Background: an optimization exercise with open tools, aiming at small area and a short achievable clock period. Do not read the settings as production practice.
Function was checked by simulation only, so behaviour that the tests miss may differ from the original.
Power is estimated from default activity; no workload was simulated.

Design ALU_TOP, start of the top module:
module ALU_TOP #(parameter width_top = 16) (A, B, ALU_FUN,
    CLK,RST,
    ARITH_OUT,
    LOGIC_OUT,
    CMP_OUT,
    SHIFT_OUT,
    CARRY_OUT,
    ARITH_FLAG_OUT,
    LOGIC_FLAG_OUT,
    CMP_FLAG_OUT,
    SHIFT_FLAG_OUT
    );
    input [width_top-1:0] A;
    input [width_top-1:0] B;
    input [3:0] ALU_FUN;
    input CLK;
    input RST;
    output [2*width_top-1:0] ARITH_OUT;
    output [2*width_top-1:0] LOGIC_OUT;
    output [2*width_top-1:0] CMP_OUT;
    output [2*width_top-1:0] SHIFT_OUT;
    output CARRY_OUT;
    output ARITH_FLAG_OUT;
    output LOGIC_FLAG_OUT;
    output CMP_FLAG_OUT;
    output SHIFT_FLAG_OUT;
    reg        arith_flag, logic_flag, cmp_flag, shift_flag;
    reg [1:0]  op_r;
    reg [15:0] a_r, b_r;
    reg [8:0]  dq_r;      
    reg [8:0]  dr_r;      
    wire [15:7] dq_hi_w;
    wire [8:0] dr_hi;
    wire n1 = ~B[0];
    wire n2 = A[15] & n1;
    wire n3 = A[15] ^ n1;
    wire n4 = n2 | n3;
  ...
For scale: about 1,800 cells after synthesis, about 56 flip-flops, about 170 I/O pins, ~16,000 um^2 of cells after synthesis.
export LEC_CHECK = 0
export CAP_MARGIN = 20
export CORE_MARGIN = 2
export CORE_UTILIZATION = 60
export CTS_BUF_LIST = sky130_fd_sc_hd__clkbuf_8
export CTS_CLUSTER_DIAMETER = 60
export CTS_CLUSTER_SIZE = 12
export PLACE_DENSITY = 0.72
export SLEW_MARGIN = 20
export SYNTH_HIERARCHICAL = 1
create_clock -name core_clock -period 130.0 [get_ports {CLK}]
standard.sh (not shown) runs the stock make flow with config.mk's settings and CLKGATE_MAP_FILE= SYNTH_SCRIPT=/design/flow/synth_recipe.tcl, a recipe that flattens the netlist after the stock synthesis.
==> flow/flow/run.sh <==
#!/bin/bash
# Own layout flow: the standard flow (standard.sh) with two changes made
# through the environment the ORFS scripts read:
#  - the port buffers are sky130_fd_sc_hd__buf_1 instead of the flow's
#    default choice (every input and output port still gets its buffer);
#  - repair_timing aims for 89 ns of setup slack instead of 0, so that it
#    sizes up and buffers the longest paths (the SDC is unchanged).
# The make run's whole output goes to flow_make.log in this folder; ORFS keeps
# each step's full log under orfs/logs/.
set -euo pipefail
export BUFFER_PORTS_ARGS="-buffer_cell sky130_fd_sc_hd__buf_1"
export SETUP_SLACK_MARGIN=89
bash standard.sh > flow_make.log 2>&1
The starting point completed with no timing, DRC or antenna violations.
Edit:
ABC_AREA = 1   (was unset)
CTS_BUF_LIST = unset   (was sky130_fd_sc_hd__clkbuf_8)
CTS_CLUSTER_DIAMETER = unset   (was 60)
CTS_CLUSTER_SIZE = unset   (was 12)
Effect: The changed run ran to the end with no violations. Utilization goes down by 1.6 points. Setup slack gains 0.080 ns. Final cell count goes up by 12%. Via count goes up by 2.9%. Routed wire length is about the same. First-iteration DRC count goes up by 6.7%. Global-route usage goes up by 0.53 points. Area after synthesis is about the same. Sequential cell count stays the same. Final area goes down by 2.5%.
Edit:
ABC_AREA = unset   (was 1)
GPL_TIMING_DRIVEN = 1   (was unset)
What happened:
- worst setup slack improves by 0.023 ns
- total power grows by 4.9%
- final area grows by 3.0%
- hold slack is better by 0.010 ns
- maximum frequency is about the same
- utilization went up by 1.9 points
- first-iteration DRC count decreases by 3.1%
Edit:
==> flow/flow/run.sh (replaced) <==
#!/bin/bash
# Own layout flow: the standard flow (standard.sh) with two changes made
# through the environment the ORFS scripts read:
#  - the port buffers are sky130_fd_sc_hd__buf_1 instead of the flow's
#    default choice (every input and output port still gets its buffer);
#  - repair_timing aims for 90 ns of setup slack instead of 0, so that it
#    sizes up and buffers the longest paths (the SDC is unchanged).
# The make run's whole output goes to flow_make.log in this folder; ORFS keeps
# each step's full log under orfs/logs/.
set -euo pipefail
export BUFFER_PORTS_ARGS="-buffer_cell sky130_fd_sc_hd__buf_1"
export SETUP_SLACK_MARGIN=90
bash standard.sh > flow_make.log 2>&1
ABC_AREA = 1   (was unset)
GPL_TIMING_DRIVEN = unset   (was 1)
Effect:
- critical path depth is lower by 17
- routed wire length is higher by 0.53%
- synthesized area stays flat
- die area stays flat
- hold slack loses 0.015 ns
Edit:
==> flow/flow/run.sh (replaced) <==
#!/bin/bash
# Own layout flow: the standard flow (standard.sh) with two changes made
# through the environment the ORFS scripts read:
#  - the port buffers are sky130_fd_sc_hd__buf_1 instead of the flow's
#    default choice (every input and output port still gets its buffer);
#  - repair_timing aims for 89 ns of setup slack instead of 0, so that it
#    sizes up and buffers the longest paths (the SDC is unchanged).
# The make run's whole output goes to flow_make.log in this folder; ORFS keeps
# each step's full log under orfs/logs/.
set -euo pipefail
export BUFFER_PORTS_ARGS="-buffer_cell sky130_fd_sc_hd__buf_1"
export SETUP_SLACK_MARGIN=89
bash standard.sh > flow_make.log 2>&1
ABC_AREA = unset   (was 1)
After rerunning: Final area goes up slightly; power goes up by a few percent; cell count goes down by roughly a tenth; flip-flop and latch count does not change; combinational power goes up by a few percent; sequential share of layout area goes down by 0.18 points; sequential power hardly moves; via count goes down by a few percent; worst hold slack improved by 0.015 ns; fmax goes down slightly; first-iteration DRC count goes up by a few percent.

== v58 ==
Another version of the RTL of ALU_TOP (not shown whole).
Size in the first run: ~1800 cells after synthesis, ~56 flip-flops, about 16000 sq um of cells after synthesis.
clock: 130.0 ns
lec_check: 0
cap_margin: 20
core_margin: 2
core_utilization: 40
slew_margin: 20
synth_hierarchical: 1
==> flow/flow/run.sh <==
#!/bin/bash
# Own layout flow: the standard flow (standard.sh), except that the port
# buffers are sky130_fd_sc_hd__buf_1 instead of the flow's default choice.
# The whole make run's output goes to flow_make.log; ORFS keeps each step's
# log under orfs/logs/.
set -euo pipefail
export BUFFER_PORTS_ARGS="-buffer_cell sky130_fd_sc_hd__buf_1"
export SETUP_SLACK_MARGIN=91
bash standard.sh > flow_make.log 2>&1
Input changes introduced in v50 (baseline for comparison: v58):
# v58
export LEC_CHECK = 0
export CAP_MARGIN = 20
export CORE_MARGIN = 2
export CORE_UTILIZATION = 40
export SLEW_MARGIN = 20
export SYNTH_HIERARCHICAL = 1
create_clock -name core_clock -period 130.0 [get_ports {CLK}]
# v50
export LEC_CHECK = 0
export CAP_MARGIN = 20
export CORE_MARGIN = 2
export CORE_UTILIZATION = 60
export PLACE_DENSITY = 0.72
export SLEW_MARGIN = 20
export SYNTH_HIERARCHICAL = 1
create_clock -name core_clock -period 130.0 [get_ports {CLK}]
==> flow/flow/run.sh <==
#!/bin/bash
# Own layout flow: the standard flow (standard.sh) with two changes made
# through the environment the ORFS scripts read:
#  - the port buffers are sky130_fd_sc_hd__buf_1 instead of the flow's
#    default choice (every input and output port still gets its buffer);
#  - repair_timing aims for 89 ns of setup slack instead of 0, so that it
#    sizes up and buffers the longest paths (the SDC is unchanged).
# The make run's whole output goes to flow_make.log in this folder; ORFS keeps
# each step's full log under orfs/logs/.
set -euo pipefail
export BUFFER_PORTS_ARGS="-buffer_cell sky130_fd_sc_hd__buf_1"
export SETUP_SLACK_MARGIN=89
bash standard.sh > flow_make.log 2>&1
## What came out
Between v58 and v50, the cell count went down.
Summary of v50 over v58: clock power level; average cell area after synthesis level.
Comparing the two runs side by side, v50 comes out ahead of v58 on detailed placer's ending HPWL.
Worst setup slack ends up higher on v58.
In v50, minimum clock period is higher than in v58.
Taking v50 as 1.0, v58 lands at 1.13 on total detailed-routing wirelength.
Lower die area was reported by v50, not v58.
The following lists how v23 was set up differently from v50:
==> flow/flow/run.sh <==
#!/bin/bash
# Own layout flow: the standard flow (standard.sh), except that the port
# buffers are sky130_fd_sc_hd__buf_1 instead of the flow's default choice.
# The whole make run's output goes to flow_make.log; ORFS keeps each step's
# log under orfs/logs/.
set -euo pipefail
export BUFFER_PORTS_ARGS="-buffer_cell sky130_fd_sc_hd__buf_1"
bash standard.sh > flow_make.log 2>&1
Results
Status: share of total power consumed by net switching parity (v50, v23). Design internal power in v23 is 1.1 uW below v50. Global-route usage across v50 and v23: no real change. v50: full flow OK, the timing, DRC and antenna checks passed. v23 ended with every stage complete and zero timing, DRC or antenna violations. Any difference in share of power burned in the clock network between v23 and v50 is small enough to ignore. When v23 is set beside v50, its leakage power summed over all cells turns out to be 0.00011 uW smaller. On flip-flop and latch share of the layout cell area, v50 tracks v23 almost exactly. When v23 is measured against v50, its total power per unit cell area turns out about 1% higher. [compare] base=v50 new=v23: number of buffers other than clock buffers in the final layout -20; cell count saw a decrease; critical path depth +20.
Edits applied to the flow inputs when going from v23 to v44:
==> flow/flow/run.sh <==
#!/bin/bash
# Own layout flow: the standard flow (standard.sh) with two changes made
# through the environment the ORFS scripts read:
#  - the port buffers are sky130_fd_sc_hd__buf_1 instead of the flow's
#    default choice (every input and output port still gets its buffer);
#  - repair_timing aims for 89 ns of setup slack instead of 0, so that it
#    sizes up and buffers the longest paths (the SDC is unchanged).
# The make run's whole output goes to flow_make.log in this folder; ORFS keeps
# each step's full log under orfs/logs/.
set -euo pipefail
export BUFFER_PORTS_ARGS="-buffer_cell sky130_fd_sc_hd__buf_1"
export SETUP_SLACK_MARGIN=89
export RECOVER_POWER=80
bash standard.sh > flow_make.log 2>&1
Notes after the runs:
v44 completed end to end; final checks failed (max-capacitance violations, max-slew violations).
When the final numbers for v44 and v23 were put side by side, the final area turned out to be smaller in v23.
Unique cell type count in the Yosys netlist: v44 vs v23, no meaningful difference
[v44] arrival time of the worst setup path rose 0.24 ns relative to v23
v44 vs v23: largest driver fanout on the critical path up by more than 10%
Combined global-route utilization of all metal layers across v44 and v23: no real change.
v44 ended with more final critical path time including I/O delays and setup than v23.
Re slew of the pin with the lowest slew margin: v23 was lower than v44.
v44 supports a lower top clock frequency than v23.
[v44 vs v23] average routed wire per standard cell: higher in v44
v23 reports its worst setup path startpoint as b_r[3]$_DFF_P_ while v44 reports b_r[4]$_DFF_P_.
#### Input delta (v28 over v44)
# v44
export LEC_CHECK = 0
export CAP_MARGIN = 20
export CORE_MARGIN = 2
export CORE_UTILIZATION = 60
export PLACE_DENSITY = 0.72
export SLEW_MARGIN = 20
export SYNTH_HIERARCHICAL = 1
create_clock -name core_clock -period 130.0 [get_ports {CLK}]
# v28
export LEC_CHECK = 0
export CAP_MARGIN = 20
export CORE_MARGIN = 2
export CORE_UTILIZATION = 40
export SLEW_MARGIN = 20
export SYNTH_HIERARCHICAL = 1
create_clock -name core_clock -period 130.0 [get_ports {CLK}]
==> flow/flow/run.sh <==
#!/bin/bash
# Own layout flow: the standard flow (standard.sh), except that the port
# buffers are sky130_fd_sc_hd__buf_1 instead of the flow's default choice.
# The whole make run's output goes to flow_make.log; ORFS keeps each step's
# log under orfs/logs/.
set -euo pipefail
export BUFFER_PORTS_ARGS="-buffer_cell sky130_fd_sc_hd__buf_1"
bash standard.sh > flow_make.log 2>&1
==> results.txt <==
- The flow did not stop early for v28: all stages ran, and the layout cleared the timing, DRC and antenna checks.
- Lower setup slack of the critical path after layout goes to v28 over v44.
- Compared with v44, v28 shows cell area lower by about 0.6%.
- Of the two values seen for origin of the worst setup path, b_r[5]$_DFF_P_ was produced by v28 and b_r[4]$_DFF_P_ by v44.
- In v28 relative to v44, cell count had gone up by a little under 10%.
- Vias: v28 below v44
- Taking v44 as the reference, in v28 die outline width went up about 22%; hold slack went up 0.0058 ns.
- Looking at v44 and v28, the portion of netlist area occupied by mux cells is a wash.

Starting RTL as in the previous note.
## ALU_TOP
module ALU_TOP #(parameter width_top = 16) (A, B, ALU_FUN,
    CLK,RST,
    ARITH_OUT,
    LOGIC_OUT,
    CMP_OUT,
    SHIFT_OUT,
    CARRY_OUT,
    ARITH_FLAG_OUT,
    LOGIC_FLAG_OUT,
    CMP_FLAG_OUT,
    SHIFT_FLAG_OUT
    );
Settings: LEC_CHECK=0, CAP_MARGIN=20, CORE_MARGIN=2, CORE_UTILIZATION=40, SLEW_MARGIN=20, SYNTH_HIERARCHICAL=1; clock period 130.0 ns.
==> flow/flow/run.sh <==
#!/bin/bash
# Own layout flow: the standard flow (standard.sh), except that the port
# buffers are sky130_fd_sc_hd__buf_1 instead of the flow's default choice.
# The whole make run's output goes to flow_make.log; ORFS keeps each step's
# log under orfs/logs/.
set -euo pipefail
export BUFFER_PORTS_ARGS="-buffer_cell sky130_fd_sc_hd__buf_1"
export SETUP_SLACK_MARGIN=89
bash standard.sh > flow_make.log 2>&1
Next try:
--- a/flow/flow/run.sh
+++ b/flow/flow/run.sh
@@ -8 +8 @@
-export SETUP_SLACK_MARGIN=89
+export SETUP_SLACK_MARGIN=90
Settings changed: CORE_UTILIZATION 40 to 60, PLACE_DENSITY set to 0.72.
=> Final cell count is lower by 6.3%. Routed wire length is higher by 2.8%. Hold slack is about the same. Via count is higher by 5.2%. Worst setup slack improves by 0.65 ns. Area after synthesis is unchanged. Count of clock-buffer cells in the layout does not change.
Next try:
--- a/flow/flow/run.sh
+++ b/flow/flow/run.sh
@@ -8 +8 @@
-export SETUP_SLACK_MARGIN=90
+export SETUP_SLACK_MARGIN=88
=> First-iteration DRC count went down by 7.2%; sequential power is about the same; non-clock buffer count drops by 49; combinational power came out lower by about 6%; die area stays the same; synthesized cell count stays the same; cell area falls by 6.1%; global-route usage falls by 0.99 points; power came out lower by 5.0%.
Next try:
==> flow/flow/run.sh (replaced) <==
#!/bin/bash
# Own layout flow: the standard flow (standard.sh) with two changes made
# through the environment the ORFS scripts read:
#  - the port buffers are sky130_fd_sc_hd__buf_1 instead of the flow's
#    default choice (every input and output port still gets its buffer);
#  - repair_timing aims for 89 ns of setup slack instead of 0, so that it
#    sizes up and buffers the longest paths (the SDC is unchanged).
# The make run's whole output goes to flow_make.log in this folder; ORFS keeps
# each step's full log under orfs/logs/.
set -euo pipefail
export BUFFER_PORTS_ARGS="-buffer_cell sky130_fd_sc_hd__buf_1"
export SETUP_SLACK_MARGIN=89
bash standard.sh > flow_make.log 2>&1
Settings changed: CORE_UTILIZATION 60 to 75, PLACE_DENSITY 0.72 to 0.85.
What happened:
- non-clock buffer count grows by 14
- synthesized cell count is unchanged
- count of clock-buffer cells in the layout is unchanged
- first-iteration DRC count increases by 23%
- die area is lower by 20%
- power grows by 4.2%
Next try:
==> flow/run.sh (new file) <==
#!/bin/bash
# synth_recipe.tcl (not shown) runs the flow's synth.tcl, then flattens the netlist and writes it again
# the make line also repeats each setting of config.mk as NAME=value (left out here)
make -C /OpenROAD-flow-scripts/flow DESIGN_CONFIG=/design/flow/config.mk WORK_HOME=/design/flow/orfs CLKGATE_MAP_FILE= SYNTH_SCRIPT=/design/flow/synth_recipe.tcl finish
Settings changed: CORE_UTILIZATION 75 to 40, PLACE_DENSITY 0.85 to not set.
removed: flow/flow/run.sh
removed: flow/standard.sh
Outcome:
- The new run finished clean
- hold slack improved by 0.36 ns
- non-clock buffer count drops by 24
- cell count grows by about 10%

ALU_TOP, a different RTL version from the one above (not shown whole).
For scale: roughly 2200 cells after synthesis, ~56 flip-flops, roughly 170 I/O pins, about 17000 um^2 of cells after synthesis.
export LEC_CHECK = 0
export ABC_AREA = 1
export CAP_MARGIN = 20
export CORE_MARGIN = 2
export CORE_UTILIZATION = 60
export PLACE_DENSITY = 0.72
export SLEW_MARGIN = 20
export SYNTH_HIERARCHICAL = 1
create_clock -name core_clock -period 130.0 [get_ports {CLK}]
==> flow/flow/run.sh <==
#!/bin/bash
# Own layout flow: the standard flow (standard.sh) with two changes made
# through the environment the ORFS scripts read:
#  - the port buffers are sky130_fd_sc_hd__buf_1 instead of the flow's
#    default choice (every input and output port still gets its buffer);
#  - repair_timing aims for 91 ns of setup slack instead of 0, so that it
#    sizes up and buffers the longest paths (the SDC is unchanged).
# The make run's whole output goes to flow_make.log in this folder; ORFS keeps
# each step's full log under orfs/logs/.
set -euo pipefail
export BUFFER_PORTS_ARGS="-buffer_cell sky130_fd_sc_hd__buf_1"
export SETUP_SLACK_MARGIN=91
export SKIP_GATE_CLONING=1
bash standard.sh > flow_make.log 2>&1
The starting point finished clean.
Change:
==> flow/flow/run.sh (replaced) <==
#!/bin/bash
# Own layout flow: the standard flow (standard.sh) with two changes made
# through the environment the ORFS scripts read:
#  - the port buffers are sky130_fd_sc_hd__buf_1 instead of the flow's
#    default choice (every input and output port still gets its buffer);
#  - repair_timing aims for 93 ns of setup slack instead of 0, so that it
#    sizes up and buffers the longest paths (the SDC is unchanged).
# The make run's whole output goes to flow_make.log in this folder; ORFS keeps
# each step's full log under orfs/logs/.
set -euo pipefail
export BUFFER_PORTS_ARGS="-buffer_cell sky130_fd_sc_hd__buf_1"
export SETUP_SLACK_MARGIN=93
bash standard.sh > flow_make.log 2>&1
The changed run went through all stages and came out clean.
Global-route usage climbs by 3.5 points.
Power climbs by roughly a tenth.
Wire length climbs by about a fifth.
Clock power climbs by a few percent.
Cell area climbs by roughly a tenth.
Non-clock buffer count climbs by 106.
First-iteration DRC count climbs by well over a third.
Utilization climbs by 9.0 points.
Worst setup slack gets better by 880 ps.
Synthesized area does not change.
Change:
==> flow/flow/run.sh (replaced) <==
#!/bin/bash
# Own layout flow: the standard flow (standard.sh) with two changes made
# through the environment the ORFS scripts read:
#  - the port buffers are sky130_fd_sc_hd__buf_1 instead of the flow's
#    default choice (every input and output port still gets its buffer);
#  - repair_timing aims for 92 ns of setup slack instead of 0, so that it
#    sizes up and buffers the longest paths (the SDC is unchanged).
# The make run's whole output goes to flow_make.log in this folder; ORFS keeps
# each step's full log under orfs/logs/.
set -euo pipefail
export BUFFER_PORTS_ARGS="-buffer_cell sky130_fd_sc_hd__buf_1"
export SETUP_SLACK_MARGIN=92
bash standard.sh > flow_make.log 2>&1
The changed run finished with timing, DRC and antenna clean.
Synthesized area stays the same.
Final area went down by a little under a tenth.
Non-clock buffer count went down by 53.
Hold slack stays flat.
Wire length went down by roughly a tenth.

re-timing with driven ports:
Ports are ideal in the flow. The routed layouts listed here were re-timed in OpenROAD.
Step 1 assumes that a clkbuf_16 drives the clock port and a buf_2 every other input.
Step 2, shift: input delay + t, output delay - t, t = (earliest + latest rising clock arrival at the registers) / 2. This alone moves slack from input paths to output paths.
a / b / c = no drivers / after step 1 / after step 2; a / b = the first two.
run | t (ns) | setup WS [ns] | worst setup path at the end
the first run of note 1 | 0.364 | 89.697 / 89.660 / 89.718 | input to register
the second run of note 1 | 0.365 | 89.777 / 89.725 / 90.090 | register to output
the third run of note 1 | 0.343 | 89.799 / 89.758 / 89.803 | input to register
the fourth run of note 1 | 0.366 | 90.434 / 90.383 / 90.750 | register to output
the fifth run of note 1 | 0.343 | 89.799 / 89.758 / 89.803 | input to register
v58 | 0.352 | 91.063 / 91.016 / 91.317 | input to register
v50 | 0.358 | 89.482 / 89.437 / 89.720 | input to register
v23 | 0.357 | 87.503 / 87.459 / 87.816 | register to output
v44 | 0.358 | 87.259 / 87.214 / 87.572 | register to output
v28 | 0.359 | 87.244 / 87.200 / 87.559 | register to output
the first run of note 3 | 0.359 | 89.632 / 89.588 / 89.874 | input to register
the second run of note 3 | 0.356 | 90.286 / 90.241 / 90.535 | input to register
the third run of note 3 | 0.358 | 88.858 / 88.813 / 88.907 | input to register
the fourth run of note 3 | 0.343 | 89.428 / 89.389 / 89.732 | register to output
the fifth run of note 3 | 0.360 | 86.983 / 86.936 / 87.296 | register to output
the first run of note 4 | 0.363 | 91.623 / 91.572 / 91.639 | input to register
the second run of note 4 | 0.351 | 92.501 / 92.452 / 92.803 | register to output
the third run of note 4 | 0.361 | 92.285 / 92.235 / 92.368 | input to register
